This design comes from an exercise in tuning for small area, a short achievable clock period and few clock cycles per item on the open sky130 flow, not from production work. RTL that was checked went through simulation tests only; none was proved equivalent to the original. Power figures rest on the tool's default switching activity, not on a simulated workload.

==> quartz <==
==> flow/design.v <==
module DCSformer(
	clk,
	rst_n,
	i_valid,
	w_valid,
	i_data,
	w_data,
	w_ready,
	o_valid,
	o_data
);
input               clk, rst_n, i_valid, w_valid;
input         [7:0] i_data, w_data;
output logic        w_ready, o_valid;
output logic [31:0] o_data;
localparam [2:0] S_IDLE = 3'd0, S_P1 = 3'd1, S_TW = 3'd2, S_PRE = 3'd3,
                 S_WAIT = 3'd4, S_P2 = 3'd5;
function automatic [35:0] csa;
	input [17:0] x, y, z;
	begin
		csa = {((x & y) | (x & z) | (y & z)) << 1, x ^ y ^ z};
	end
endfunction
function automatic [61:0] csa31;
	input [30:0] x, y, z;
	begin
		csa31 = {((x & y) | (x & z) | (y & z)) << 1, x ^ y ^ z};
	end
endfunction
logic       iv_r, wv_r;
logic [7:0] id_r, wd_r;
always_ff @(posedge clk or negedge rst_n) begin
	if (!rst_n) begin
		iv_r <= 1'b0;
		wv_r <= 1'b0;
	end else begin
		iv_r <= i_valid;
		wv_r <= w_valid;
	end
end
always_ff @(posedge clk) begin
	id_r <= i_data;
	wd_r <= w_data;
end
logic [6:0] cnt;
always_ff @(posedge clk or negedge rst_n) begin
	if (!rst_n) cnt <= 7'd0;
	else if (iv_r) cnt <= cnt + 7'd1;
end
logic [111:0][7:0] xd;
always_ff @(posedge clk) xd <= {xd[110:0], id_r};
logic [2:0] st, st_n;
logic [2:0] s, s_n;      
logic       h, h_n;      
logic [3:0] wcnt;        
logic       wr;          
logic       s2_end;
logic [2:0] row_2, wr_row;
always_comb begin
	st_n = st;
	s_n  = s;
	h_n  = h;
	case (st)
		S_IDLE: begin
			s_n = 3'd0;
			h_n = 1'b0;
			if (wr && wr_row == 3'd7) st_n = S_P1;
		end
		S_P1: begin
			s_n = s + 3'd1;
			if (s == 3'd7) st_n = S_TW;
		end
		S_TW: st_n = S_PRE;
		S_PRE: begin
			s_n = 3'd0;
			h_n = 1'b0;
			st_n = (wcnt == 4'd8) ? S_P2 : S_WAIT;
		end
		S_WAIT: begin
			if (wcnt == 4'd8) st_n = S_P2;
		end
		S_P2: begin
			h_n = ~h;
			if (h) begin
				s_n = s + 3'd1;
				if (s == 3'd7) st_n = S_IDLE;
			end
		end
		default: st_n = S_IDLE;
	endcase
end
logic q_rrot, q_tadv, q_wrot;
logic s3_o, s3_hi, s4_t, s4_o;
always_ff @(posedge clk or negedge rst_n) begin
	if (!rst_n) begin
		st <= S_IDLE;
		s  <= 3'd0;
		h  <= 1'b0;
		q_rrot <= 1'b0; q_tadv <= 1'b0; q_wrot <= 1'b0;
		p1t <= 1'b0;
		s3_o <= 1'b0; s3_hi <= 1'b0; s4_t <= 1'b0; s4_o <= 1'b0;
		s2_end <= 1'b0;
		wr     <= 1'b0;
		w_ready <= 1'b0;
		o_valid <= 1'b0;
	end else begin
		st <= st_n;
		s  <= s_n;
		h  <= h_n;
		q_rrot  <= (st_n == S_P1 && s_n != 3'd7) || (st_n == S_PRE) || (st_n == S_P2 && h_n);
		q_tadv  <= (st_n == S_PRE) || (st_n == S_P2 && h_n);
		q_wrot  <= (st_n == S_P2 && h_n);
		p1t     <= (st_n == S_P1);
		s3_hi   <= (st == S_P2 && h);
		s3_o    <= s3_hi;
		s4_t    <= p1t;
		s4_o    <= s3_o;
		s2_end  <= iv_r & (cnt[3:0] == 4'd15);
		wr      <= s2_end;
		w_ready <= iv_r && (cnt == 7'd125);
		o_valid <= s4_o;
	end
end
always_ff @(posedge clk) begin
	row_2  <= cnt[6:4];
	wr_row <= row_2;
end
logic [7:0][7:0] wsr;
always_ff @(posedge clk or negedge rst_n) begin
	if (!rst_n) wcnt <= 4'd0;
	else if (st == S_P2) wcnt <= 4'd0;
	else if (wv_r) wcnt <= wcnt + 4'd1;
end
always_ff @(posedge clk) begin
	if (wv_r || q_wrot) wsr <= {(q_wrot ? wsr[0] : wd_r), wsr[7:1]};
end
logic [7:0][19:0] acc20;    
logic [7:0][19:0] C0, C1, C2, C3;
logic [3:0][19:0] C4;
logic wrA0, wrA1, wrA2, wrA3, wrA4, wrB1, wrB2, wrB3;
assign wrA0 = wr;
assign wrA1 = wr && wr_row >= 3'd1;
assign wrA2 = wr && wr_row >= 3'd2;
assign wrA3 = wr && wr_row >= 3'd3;
assign wrA4 = wr && wr_row >= 3'd4;
assign wrB3 = wr && wr_row >= 3'd5;
assign wrB2 = wr && wr_row >= 3'd6;
assign wrB1 = wr && wr_row == 3'd7;
always_ff @(posedge clk) begin
	if (q_rrot || wrA0) C0 <= {(q_rrot ? C0[0] : acc20[0]), C0[7:1]};
	if (q_rrot || wrA1) C1[6:0] <= {(q_rrot ? C1[7] : acc20[1]), C1[6:1]};
	if (q_rrot || wrB1) C1[7]   <= q_rrot ? C1[0] : acc20[7];
	if (q_rrot || wrA2) C2[5:0] <= {(q_rrot ? C2[6] : acc20[2]), C2[5:1]};
	if (q_rrot || wrB2) C2[7:6] <= {(q_rrot ? C2[0] : acc20[6]), C2[7]};
	if (q_rrot || wrA3) C3[4:0] <= {(q_rrot ? C3[5] : acc20[3]), C3[4:1]};
	if (q_rrot || wrB3) C3[7:5] <= {(q_rrot ? C3[0] : acc20[5]), C3[7:6]};
	if (q_rrot || wrA4) C4 <= {(q_rrot ? C4[0] : acc20[4]), C4[3:1]};
end
logic [7:0][19:0] tap, tapn;
assign tap[0] = C0[0]; assign tapn[0] = C0[1];
assign tap[1] = C1[7]; assign tapn[1] = C1[0];
assign tap[2] = C2[6]; assign tapn[2] = C2[7];
assign tap[3] = C3[5]; assign tapn[3] = C3[6];
assign tap[4] = C4[0]; assign tapn[4] = C4[1];
assign tap[5] = C3[0]; assign tapn[5] = C3[1];
assign tap[6] = C2[0]; assign tapn[6] = C2[1];
assign tap[7] = C1[0]; assign tapn[7] = C1[1];
logic [7:0][27:0] acc;
logic [7:0]       mask;
logic [7:0][19:0] tq;       
logic [6:0] nidx;           
assign nidx = iv_r ? cnt + 7'd1 : cnt;
logic [7:0] mask_n;         
logic [7:0] sin, slo, shi, sw, clr, thi;
logic       p1t;            
logic       p2h0_n, p2h1_n;
assign p2h0_n = (st_n == S_P2) && !h_n;
assign p2h1_n = (st_n == S_P2) && h_n;
genvar m;
generate
	for (m = 0; m < 8; m = m + 1) begin : lane
		logic [9:0]  a;
		logic [7:0]  b;
		logic [7:0]  xtap;
		logic [35:0] l1a, l1b, l2a, l2b, l3, l4;
		logic [17:0] ps, pc;
		logic [27:0] A, T1, T2;
		if (m == 0) begin : g0
			assign xtap = id_r;
		end else begin : gm
			assign xtap = xd[16*m-1];
		end
		always_ff @(posedge clk or negedge rst_n) begin
			if (!rst_n) begin
				sin[m] <= 1'b0; slo[m] <= 1'b0; shi[m] <= 1'b0; sw[m] <= 1'b0;
				clr[m] <= 1'b0; thi[m] <= 1'b0;
			end else begin
				sin[m] <= i_valid && (nidx[6:4] >= m);
				slo[m] <= p2h0_n && mask_n[m];
				shi[m] <= p2h1_n && mask_n[m];
				sw[m]  <= (st_n == S_P2) && mask_n[m];
				clr[m] <= (sin[m] && cnt[3:0] == 4'd0) || (s2_end && row_2 == 3'd7) ||
				          (st == S_P2 && !h);
				thi[m] <= shi[m];
			end
		end
		assign mask_n[m] = q_tadv ? (tapn[m] >= tq[0]) : mask[m];
		assign a = ({10{shi[m]}} & tap[m][19:10]) | ({10{slo[m]}} & tap[m][9:0]) |
		           ({10{sin[m]}} & {2'b00, id_r});
		assign b = ({8{sw[m]}} & wsr[(8-m)%8]) | ({8{sin[m]}} & xtap);
		wire [17:0] pp0 = {8'd0, (a & {10{b[0]}})};
		wire [17:0] pp1 = {7'd0, (a & {10{b[1]}}), 1'd0};
		wire [17:0] pp2 = {6'd0, (a & {10{b[2]}}), 2'd0};
		wire [17:0] pp3 = {5'd0, (a & {10{b[3]}}), 3'd0};
		wire [17:0] pp4 = {4'd0, (a & {10{b[4]}}), 4'd0};
		wire [17:0] pp5 = {3'd0, (a & {10{b[5]}}), 5'd0};
		wire [17:0] pp6 = {2'd0, (a & {10{b[6]}}), 6'd0};
		wire [17:0] pp7 = {1'd0, (a & {10{b[7]}}), 7'd0};
		assign l1a = csa(pp0, pp1, pp2);
		assign l1b = csa(pp3, pp4, pp5);
		assign l2a = csa(l1a[17:0], l1a[35:18], l1b[17:0]);
		assign l2b = csa(l1b[35:18], pp6, pp7);
		assign l3  = csa(l2a[17:0], l2a[35:18], l2b[17:0]);
		assign l4  = csa(l3[17:0], l3[35:18], l2b[35:18]);
		always_ff @(posedge clk) begin
			ps <= l4[17:0];
			pc <= l4[35:18];
		end
		assign A  = clr[m] ? 28'd0 : acc[m];
		assign T1 = thi[m] ? {ps, 10'd0} : {10'd0, ps};
		assign T2 = thi[m] ? {pc, 10'd0} : {10'd0, pc};
		always_ff @(posedge clk) begin
			acc[m] <= A + T1 + T2;
			mask[m] <= mask_n[m];
		end
		assign acc20[m] = acc[m][19:0];
	end
endgenerate
logic [61:0] t1a, t1b, t2a, t2b, t3, t4;
logic [30:0] ts, tc, tsum;
logic [7:0][27:0] tin;
for (genvar k = 0; k < 8; k = k + 1) begin : g_tin
	assign tin[k] = acc[k] | ({8'd0, tap[k]} & {28{p1t}});
end
assign t1a = csa31({3'd0, tin[0]}, {3'd0, tin[1]}, {3'd0, tin[2]});
assign t1b = csa31({3'd0, tin[3]}, {3'd0, tin[4]}, {3'd0, tin[5]});
assign t2a = csa31(t1a[30:0], t1a[61:31], t1b[30:0]);
assign t2b = csa31(t1b[61:31], {3'd0, tin[6]}, {3'd0, tin[7]});
assign t3  = csa31(t2a[30:0], t2a[61:31], t2b[30:0]);
assign t4  = csa31(t3[30:0], t3[61:31], t2b[61:31]);
always_ff @(posedge clk) begin
	ts <= t4[30:0];
	tc <= t4[61:31];
end
assign tsum = ts + tc;
always_ff @(posedge clk) begin
	if (s4_t || q_tadv) tq <= {(s4_t ? tsum[22:3] : tq[0]), tq[7:1]};
	o_data <= {1'b0, tsum};
end
endmodule
==> flow/flow/run.sh <==
#!/bin/bash
set -uo pipefail
cd "$(dirname "$0")/.."
bash standard.sh SETUP_SLACK_MARGIN=8.5 SKIP_GATE_CLONING=1 \
  "BUFFER_PORTS_ARGS=-buffer_cell sky130_fd_sc_hd__buf_4" finish > flow_standard.log 2>&1
==> flow/standard.sh <==
#!/bin/bash
# synth_recipe.tcl (not shown) runs the flow's synth.tcl, then flattens the netlist and writes it again
# the make line also repeats each setting of config.mk as NAME=value (left out here)
make -C /OpenROAD-flow-scripts/flow DESIGN_CONFIG=/design/flow/config.mk WORK_HOME=/design/flow/orfs CLKGATE_MAP_FILE= SYNTH_SCRIPT=/design/flow/synth_recipe.tcl "${@:-finish}"
==> flow/config.mk <==
export PLATFORM = sky130hd
export DESIGN_NAME = DCSformer
export DESIGN_NICKNAME = DCSformer
export VERILOG_FILES = /design/flow/design.v
export SDC_FILE = /design/flow/constraint.sdc
export NUM_CORES = 4
export LEC_CHECK = 0
export CAP_MARGIN = 20
export CORE_MARGIN = 2
export CORE_UTILIZATION = 30
export PLACE_DENSITY = 0.5
export SLEW_MARGIN = 20
==> flow/constraint.sdc <==
create_clock -name core_clock -period 12.0 [get_ports {clk}]
set_input_delay 2.4000 -clock core_clock [delete_from_list [all_inputs] [get_ports {clk}]]
set_output_delay 2.4000 -clock core_clock [all_outputs]
set_load 0.01 [all_outputs]
==> juniper: changes against quartz <==
--- a/flow/design.v
+++ b/flow/design.v
@@ -14,5 +14,5 @@
 output logic        w_ready, o_valid;
 output logic [31:0] o_data;
-localparam [2:0] S_IDLE = 3'd0, S_P1 = 3'd1, S_TW = 3'd2, S_PRE = 3'd3,
+localparam [2:0] S_IDLE = 3'd0, S_P1 = 3'd1, S_PRE = 3'd3,
                  S_WAIT = 3'd4, S_P2 = 3'd5;
 function automatic [35:0] csa;
@@ -22,25 +22,17 @@
 	end
 endfunction
-function automatic [61:0] csa31;
-	input [30:0] x, y, z;
+function automatic [45:0] csa23;
+	input [22:0] x, y, z;
 	begin
-		csa31 = {((x & y) | (x & z) | (y & z)) << 1, x ^ y ^ z};
+		csa23 = {((x & y) | (x & z) | (y & z)) << 1, x ^ y ^ z};
 	end
 endfunction
-logic       iv_r, wv_r;
-logic [7:0] id_r, wd_r;
-always_ff @(posedge clk or negedge rst_n) begin
-	if (!rst_n) begin
-		iv_r <= 1'b0;
-		wv_r <= 1'b0;
-	end else begin
-		iv_r <= i_valid;
-		wv_r <= w_valid;
-	end
-end
-always_ff @(posedge clk) begin
-	id_r <= i_data;
-	wd_r <= w_data;
-end
+logic       iv_r;
+logic [7:0] id_r;
+always_ff @(posedge clk or negedge rst_n) begin
+	if (!rst_n) iv_r <= 1'b0;
+	else iv_r <= i_valid;
+end
+always_ff @(posedge clk) id_r <= i_data;
 logic [6:0] cnt;
 always_ff @(posedge clk or negedge rst_n) begin
@@ -57,4 +49,6 @@
 logic       s2_end;
 logic [2:0] row_2, wr_row;
+logic w_all;
+assign w_all = (wcnt == 4'd8) || (wcnt == 4'd7 && w_valid);
 always_comb begin
 	st_n = st;
@@ -65,18 +59,17 @@
 			s_n = 3'd0;
 			h_n = 1'b0;
-			if (wr && wr_row == 3'd7) st_n = S_P1;
+			if (s2_end && row_2 == 3'd7) st_n = S_P1;
 		end
 		S_P1: begin
 			s_n = s + 3'd1;
-			if (s == 3'd7) st_n = S_TW;
-		end
-		S_TW: st_n = S_PRE;
+			if (s == 3'd7) st_n = S_PRE;
+		end
 		S_PRE: begin
 			s_n = 3'd0;
 			h_n = 1'b0;
-			st_n = (wcnt == 4'd8) ? S_P2 : S_WAIT;
+			st_n = w_all ? S_P2 : S_WAIT;
 		end
 		S_WAIT: begin
-			if (wcnt == 4'd8) st_n = S_P2;
+			if (w_all) st_n = S_P2;
 		end
 		S_P2: begin
@@ -97,6 +90,4 @@
 		s  <= 3'd0;
 		h  <= 1'b0;
-		q_rrot <= 1'b0; q_tadv <= 1'b0; q_wrot <= 1'b0;
-		p1t <= 1'b0;
 		s3_o <= 1'b0; s3_hi <= 1'b0; s4_t <= 1'b0; s4_o <= 1'b0;
 		s2_end <= 1'b0;
@@ -108,11 +99,7 @@
 		s  <= s_n;
 		h  <= h_n;
-		q_rrot  <= (st_n == S_P1 && s_n != 3'd7) || (st_n == S_PRE) || (st_n == S_P2 && h_n);
-		q_tadv  <= (st_n == S_PRE) || (st_n == S_P2 && h_n);
-		q_wrot  <= (st_n == S_P2 && h_n);
-		p1t     <= (st_n == S_P1);
 		s3_hi   <= (st == S_P2 && h);
 		s3_o    <= s3_hi;
-		s4_t    <= p1t;
+		s4_t    <= (st == S_P1);
 		s4_o    <= s3_o;
 		s2_end  <= iv_r & (cnt[3:0] == 4'd15);
@@ -125,4 +112,8 @@
 	row_2  <= cnt[6:4];
 	wr_row <= row_2;
+	q_rrot <= (st_n == S_P1 && s_n != 3'd0) || (st_n == S_PRE) || (st_n == S_P2 && h_n);
+	q_tadv <= (st_n == S_PRE) || (st_n == S_P2 && h_n);
+	q_wrot <= (st_n == S_P2 && h_n);
+	p1t    <= (st_n == S_P1 && s_n != 3'd0);
 end
 logic [7:0][7:0] wsr;
@@ -130,8 +121,8 @@
 	if (!rst_n) wcnt <= 4'd0;
 	else if (st == S_P2) wcnt <= 4'd0;
-	else if (wv_r) wcnt <= wcnt + 4'd1;
-end
-always_ff @(posedge clk) begin
-	if (wv_r || q_wrot) wsr <= {(q_wrot ? wsr[0] : wd_r), wsr[7:1]};
+	else if (w_valid) wcnt <= wcnt + 4'd1;
+end
+always_ff @(posedge clk) begin
+	if (w_valid || q_wrot) wsr <= {(q_wrot ? wsr[0] : w_data), wsr[7:1]};
 end
 logic [7:0][19:0] acc20;    
@@ -166,5 +157,5 @@
 assign tap[6] = C2[0]; assign tapn[6] = C2[1];
 assign tap[7] = C1[0]; assign tapn[7] = C1[1];
-logic [7:0][27:0] acc;
+logic [7:0][19:0] acc;
 logic [7:0]       mask;
 logic [7:0][19:0] tq;       
@@ -172,5 +163,5 @@
 assign nidx = iv_r ? cnt + 7'd1 : cnt;
 logic [7:0] mask_n;         
-logic [7:0] sin, slo, shi, sw, clr, thi;
+logic [7:0] sin, slo, shi, sw, clr;
 logic       p1t;            
 logic       p2h0_n, p2h1_n;
@@ -185,5 +176,5 @@
 		logic [35:0] l1a, l1b, l2a, l2b, l3, l4;
 		logic [17:0] ps, pc;
-		logic [27:0] A, T1, T2;
+		logic [19:0] A;
 		if (m == 0) begin : g0
 			assign xtap = id_r;
@@ -191,19 +182,13 @@
 			assign xtap = xd[16*m-1];
 		end
-		always_ff @(posedge clk or negedge rst_n) begin
-			if (!rst_n) begin
-				sin[m] <= 1'b0; slo[m] <= 1'b0; shi[m] <= 1'b0; sw[m] <= 1'b0;
-				clr[m] <= 1'b0; thi[m] <= 1'b0;
-			end else begin
-				sin[m] <= i_valid && (nidx[6:4] >= m);
-				slo[m] <= p2h0_n && mask_n[m];
-				shi[m] <= p2h1_n && mask_n[m];
-				sw[m]  <= (st_n == S_P2) && mask_n[m];
-				clr[m] <= (sin[m] && cnt[3:0] == 4'd0) || (s2_end && row_2 == 3'd7) ||
-				          (st == S_P2 && !h);
-				thi[m] <= shi[m];
-			end
-		end
-		assign mask_n[m] = q_tadv ? (tapn[m] >= tq[0]) : mask[m];
+		always_ff @(posedge clk) begin
+			sin[m] <= i_valid && (nidx[6:4] >= m);
+			shi[m] <= p2h0_n && mask_n[m];
+			slo[m] <= p2h1_n && mask_n[m];
+			sw[m]  <= (st_n == S_P2) && mask_n[m];
+			clr[m] <= (sin[m] && cnt[3:0] == 4'd0) || (s2_end && row_2 == 3'd7) ||
+			          (st == S_P2);
+		end
+		assign mask_n[m] = q_tadv ? (tapn[m] >= tq[2]) : mask[m];
 		assign a = ({10{shi[m]}} & tap[m][19:10]) | ({10{slo[m]}} & tap[m][9:0]) |
 		           ({10{sin[m]}} & {2'b00, id_r});
@@ -227,31 +212,30 @@
 			pc <= l4[35:18];
 		end
-		assign A  = clr[m] ? 28'd0 : acc[m];
-		assign T1 = thi[m] ? {ps, 10'd0} : {10'd0, ps};
-		assign T2 = thi[m] ? {pc, 10'd0} : {10'd0, pc};
+		assign A  = clr[m] ? 20'd0 : acc[m];
 		always_ff @(posedge clk) begin
-			acc[m] <= A + T1 + T2;
+			acc[m] <= A + {2'd0, ps} + {2'd0, pc};
 			mask[m] <= mask_n[m];
 		end
-		assign acc20[m] = acc[m][19:0];
+		assign acc20[m] = acc[m];
 	end
 endgenerate
-logic [61:0] t1a, t1b, t2a, t2b, t3, t4;
-logic [30:0] ts, tc, tsum;
-logic [7:0][27:0] tin;
+logic [45:0] t1a, t1b, t2a, t2b, t3, t4;
+logic [22:0] ts, tc;
+logic [30:0] tsum;
+logic [7:0][19:0] tin;
 for (genvar k = 0; k < 8; k = k + 1) begin : g_tin
-	assign tin[k] = acc[k] | ({8'd0, tap[k]} & {28{p1t}});
-end
-assign t1a = csa31({3'd0, tin[0]}, {3'd0, tin[1]}, {3'd0, tin[2]});
-assign t1b = csa31({3'd0, tin[3]}, {3'd0, tin[4]}, {3'd0, tin[5]});
-assign t2a = csa31(t1a[30:0], t1a[61:31], t1b[30:0]);
-assign t2b = csa31(t1b[61:31], {3'd0, tin[6]}, {3'd0, tin[7]});
-assign t3  = csa31(t2a[30:0], t2a[61:31], t2b[30:0]);
-assign t4  = csa31(t3[30:0], t3[61:31], t2b[61:31]);
-always_ff @(posedge clk) begin
-	ts <= t4[30:0];
-	tc <= t4[61:31];
-end
-assign tsum = ts + tc;
+	assign tin[k] = acc[k] | (tap[k] & {20{p1t}});
+end
+assign t1a = csa23({3'd0, tin[0]}, {3'd0, tin[1]}, {3'd0, tin[2]});
+assign t1b = csa23({3'd0, tin[3]}, {3'd0, tin[4]}, {3'd0, tin[5]});
+assign t2a = csa23(t1a[22:0], t1a[45:23], t1b[22:0]);
+assign t2b = csa23(t1b[45:23], {3'd0, tin[6]}, {3'd0, tin[7]});
+assign t3  = csa23(t2a[22:0], t2a[45:23], t2b[22:0]);
+assign t4  = csa23(t3[22:0], t3[45:23], t2b[45:23]);
+always_ff @(posedge clk) begin
+	ts <= t4[22:0];
+	tc <= t4[45:23];
+end
+assign tsum = {8'd0, ts} + {8'd0, tc} + ({o_data[20:0], 10'd0} & {31{s4_o}});
 always_ff @(posedge clk) begin
 	if (s4_t || q_tadv) tq <= {(s4_t ? tsum[22:3] : tq[0]), tq[7:1]};
==> flow/flow/run.sh (replaced) <==
#!/bin/bash
set -uo pipefail
cd "$(dirname "$0")/.."
sed 's/yosys synth -nofsm -noshare /yosys synth -nofsm -noshare -noabc /' synth_recipe.tcl > synth_noabc.tcl
grep -q -- '-nofsm -noshare -noabc' synth_noabc.tcl || { echo "could not derive synth_noabc.tcl" > flow_standard.log; exit 1; }
bash standard.sh SYNTH_SCRIPT="$PWD/synth_noabc.tcl" SETUP_SLACK_MARGIN=8.4 SKIP_GATE_CLONING=1 \
  "BUFFER_PORTS_ARGS=-buffer_cell sky130_fd_sc_hd__buf_4" finish > flow_standard.log 2>&1
Settings changed: CORE_UTILIZATION 30 to 60, CTS_CLUSTER_DIAMETER from default to 100, CTS_CLUSTER_SIZE from default to 22, PLACE_DENSITY 0.5 to 0.7.
==> violet: changes against quartz <==
--- a/flow/design.v
+++ b/flow/design.v
@@ -15,15 +15,9 @@
 output logic [31:0] o_data;
 localparam [2:0] S_IDLE = 3'd0, S_P1 = 3'd1, S_TW = 3'd2, S_PRE = 3'd3,
-                 S_WAIT = 3'd4, S_P2 = 3'd5;
+                 S_WAIT = 3'd4, S_P2 = 3'd5, S_DRAIN = 3'd6;
 function automatic [35:0] csa;
 	input [17:0] x, y, z;
 	begin
 		csa = {((x & y) | (x & z) | (y & z)) << 1, x ^ y ^ z};
-	end
-endfunction
-function automatic [61:0] csa31;
-	input [30:0] x, y, z;
-	begin
-		csa31 = {((x & y) | (x & z) | (y & z)) << 1, x ^ y ^ z};
 	end
 endfunction
@@ -84,6 +78,10 @@
 			if (h) begin
 				s_n = s + 3'd1;
-				if (s == 3'd7) st_n = S_IDLE;
+				if (s == 3'd7) st_n = S_DRAIN;
 			end
+		end
+		S_DRAIN: begin
+			s_n = s + 3'd1;
+			if (s == 3'd1) st_n = S_IDLE;
 		end
 		default: st_n = S_IDLE;
@@ -91,5 +89,5 @@
 end
 logic q_rrot, q_tadv, q_wrot;
-logic s3_o, s3_hi, s4_t, s4_o;
+logic s3_t, s3_o, s3_hi;
 always_ff @(posedge clk or negedge rst_n) begin
 	if (!rst_n) begin
@@ -98,6 +96,6 @@
 		h  <= 1'b0;
 		q_rrot <= 1'b0; q_tadv <= 1'b0; q_wrot <= 1'b0;
-		p1t <= 1'b0;
-		s3_o <= 1'b0; s3_hi <= 1'b0; s4_t <= 1'b0; s4_o <= 1'b0;
+		stap <= 1'b0;
+		s3_t <= 1'b0; s3_o <= 1'b0; s3_hi <= 1'b0;
 		s2_end <= 1'b0;
 		wr     <= 1'b0;
@@ -111,13 +109,12 @@
 		q_tadv  <= (st_n == S_PRE) || (st_n == S_P2 && h_n);
 		q_wrot  <= (st_n == S_P2 && h_n);
-		p1t     <= (st_n == S_P1);
+		stap    <= (st_n == S_P1);
 		s3_hi   <= (st == S_P2 && h);
+		s3_t    <= stap;
 		s3_o    <= s3_hi;
-		s4_t    <= p1t;
-		s4_o    <= s3_o;
 		s2_end  <= iv_r & (cnt[3:0] == 4'd15);
 		wr      <= s2_end;
 		w_ready <= iv_r && (cnt == 7'd125);
-		o_valid <= s4_o;
+		o_valid <= s3_o;
 	end
 end
@@ -172,6 +169,6 @@
 assign nidx = iv_r ? cnt + 7'd1 : cnt;
 logic [7:0] mask_n;         
-logic [7:0] sin, slo, shi, sw, clr, thi;
-logic       p1t;            
+logic [7:0] sin, slo, shi, sw, clr, tlo, thi;
+logic       stap;
 logic       p2h0_n, p2h1_n;
 assign p2h0_n = (st_n == S_P2) && !h_n;
@@ -194,5 +191,5 @@
 			if (!rst_n) begin
 				sin[m] <= 1'b0; slo[m] <= 1'b0; shi[m] <= 1'b0; sw[m] <= 1'b0;
-				clr[m] <= 1'b0; thi[m] <= 1'b0;
+				clr[m] <= 1'b0; tlo[m] <= 1'b0; thi[m] <= 1'b0;
 			end else begin
 				sin[m] <= i_valid && (nidx[6:4] >= m);
@@ -200,6 +197,6 @@
 				shi[m] <= p2h1_n && mask_n[m];
 				sw[m]  <= (st_n == S_P2) && mask_n[m];
-				clr[m] <= (sin[m] && cnt[3:0] == 4'd0) || (s2_end && row_2 == 3'd7) ||
-				          (st == S_P2 && !h);
+				clr[m] <= (sin[m] && cnt[3:0] == 4'd0) || (st == S_P2 && !h) || (st_n == S_P1);
+				tlo[m] <= sin[m] || slo[m];
 				thi[m] <= shi[m];
 			end
@@ -228,6 +225,9 @@
 		end
 		assign A  = clr[m] ? 28'd0 : acc[m];
-		assign T1 = thi[m] ? {ps, 10'd0} : {10'd0, ps};
-		assign T2 = thi[m] ? {pc, 10'd0} : {10'd0, pc};
+		assign T1 = ({28{stap}}   & {8'd0, tap[m]}) |
+		            ({28{tlo[m]}} & {10'd0, ps}) |
+		            ({28{thi[m]}} & {ps, 10'd0});
+		assign T2 = ({28{tlo[m]}} & {10'd0, pc}) |
+		            ({28{thi[m]}} & {pc, 10'd0});
 		always_ff @(posedge clk) begin
 			acc[m] <= A + T1 + T2;
@@ -237,24 +237,9 @@
 	end
 endgenerate
-logic [61:0] t1a, t1b, t2a, t2b, t3, t4;
-logic [30:0] ts, tc, tsum;
-logic [7:0][27:0] tin;
-for (genvar k = 0; k < 8; k = k + 1) begin : g_tin
-	assign tin[k] = acc[k] | ({8'd0, tap[k]} & {28{p1t}});
-end
-assign t1a = csa31({3'd0, tin[0]}, {3'd0, tin[1]}, {3'd0, tin[2]});
-assign t1b = csa31({3'd0, tin[3]}, {3'd0, tin[4]}, {3'd0, tin[5]});
-assign t2a = csa31(t1a[30:0], t1a[61:31], t1b[30:0]);
-assign t2b = csa31(t1b[61:31], {3'd0, tin[6]}, {3'd0, tin[7]});
-assign t3  = csa31(t2a[30:0], t2a[61:31], t2b[30:0]);
-assign t4  = csa31(t3[30:0], t3[61:31], t2b[61:31]);
-always_ff @(posedge clk) begin
-	ts <= t4[30:0];
-	tc <= t4[61:31];
-end
-assign tsum = ts + tc;
-always_ff @(posedge clk) begin
-	if (s4_t || q_tadv) tq <= {(s4_t ? tsum[22:3] : tq[0]), tq[7:1]};
-	o_data <= {1'b0, tsum};
+logic [30:0] tsum;
+assign tsum = acc[0] + acc[1] + acc[2] + acc[3] + acc[4] + acc[5] + acc[6] + acc[7];
+always_ff @(posedge clk) begin
+	if (s3_t || q_tadv) tq <= {(s3_t ? tsum[22:3] : tq[0]), tq[7:1]};
+	if (s3_o) o_data <= {1'b0, tsum};
 end
 endmodule
==> flow/run.sh (new file) <==
#!/bin/bash
# synth_recipe.tcl (not shown) runs the flow's synth.tcl, then flattens the netlist and writes it again
# the make line also repeats each setting of config.mk as NAME=value (left out here)
make -C /OpenROAD-flow-scripts/flow DESIGN_CONFIG=/design/flow/config.mk WORK_HOME=/design/flow/orfs CLKGATE_MAP_FILE= SYNTH_SCRIPT=/design/flow/synth_recipe.tcl finish
removed: flow/flow/run.sh
removed: flow/standard.sh
==> results.txt <==
Clock-buffer cell count: quartz is higher than juniper (202).
The lowest combinational power belongs to quartz, the highest to violet.
Via count: violet > quartz > juniper.
The lowest clock skew belongs to quartz, the highest to juniper.
Cell area: quartz is larger than violet (5.3%).
quartz completed with no timing, DRC or antenna violations. juniper finished with timing, DRC and antenna clean. violet completed without violations.
Testbench counts of juniper, summed over its fixed seeds: cycles 10,222, items 64.
Only the layout flow was run in quartz and violet; the RTL was not checked for function there.

-- what the ideal ports hide --
How much do the figures lean on ideal ports? The routed layouts below were timed once more, with nothing changed but the port constraints. Step 1 assumes that a clkbuf_16 drives the clock port and a buf_2 every other input. Step 2 moves the port delays by t, midway between the first and last clock arrival at a register: inputs arrive t later, outputs are due t later. That takes back most of the time a late clock gives input paths. Three values: ideal ports, drivers, drivers and shift; two values: the first two.
run	shift t [ns]	slack for setup (ns)	worst hold slack (ns)	latest minus earliest clock arrival (ns)	worst slew at a driven data input, ns
quartz	0.984	8.090 / 7.992 / 7.994	0.301 / 0.301 / 0.301	0.061 / 0.061	0.05
juniper	0.865	8.242 / 8.198 / 7.569	0.315 / 0.315 / 0.315	0.075 / 0.075	0.16
violet	0.970	6.264 / 6.264 / 6.264	0.304 / 0.304 / 0.304	0.071 / 0.071	0.10
After both steps every run listed still meets setup and hold. The setup slack of juniper, which loses most, moves by -0.044 ns with the drivers and by -0.673 ns with both steps. The worst setup slack also covers recovery checks on asynchronous resets.
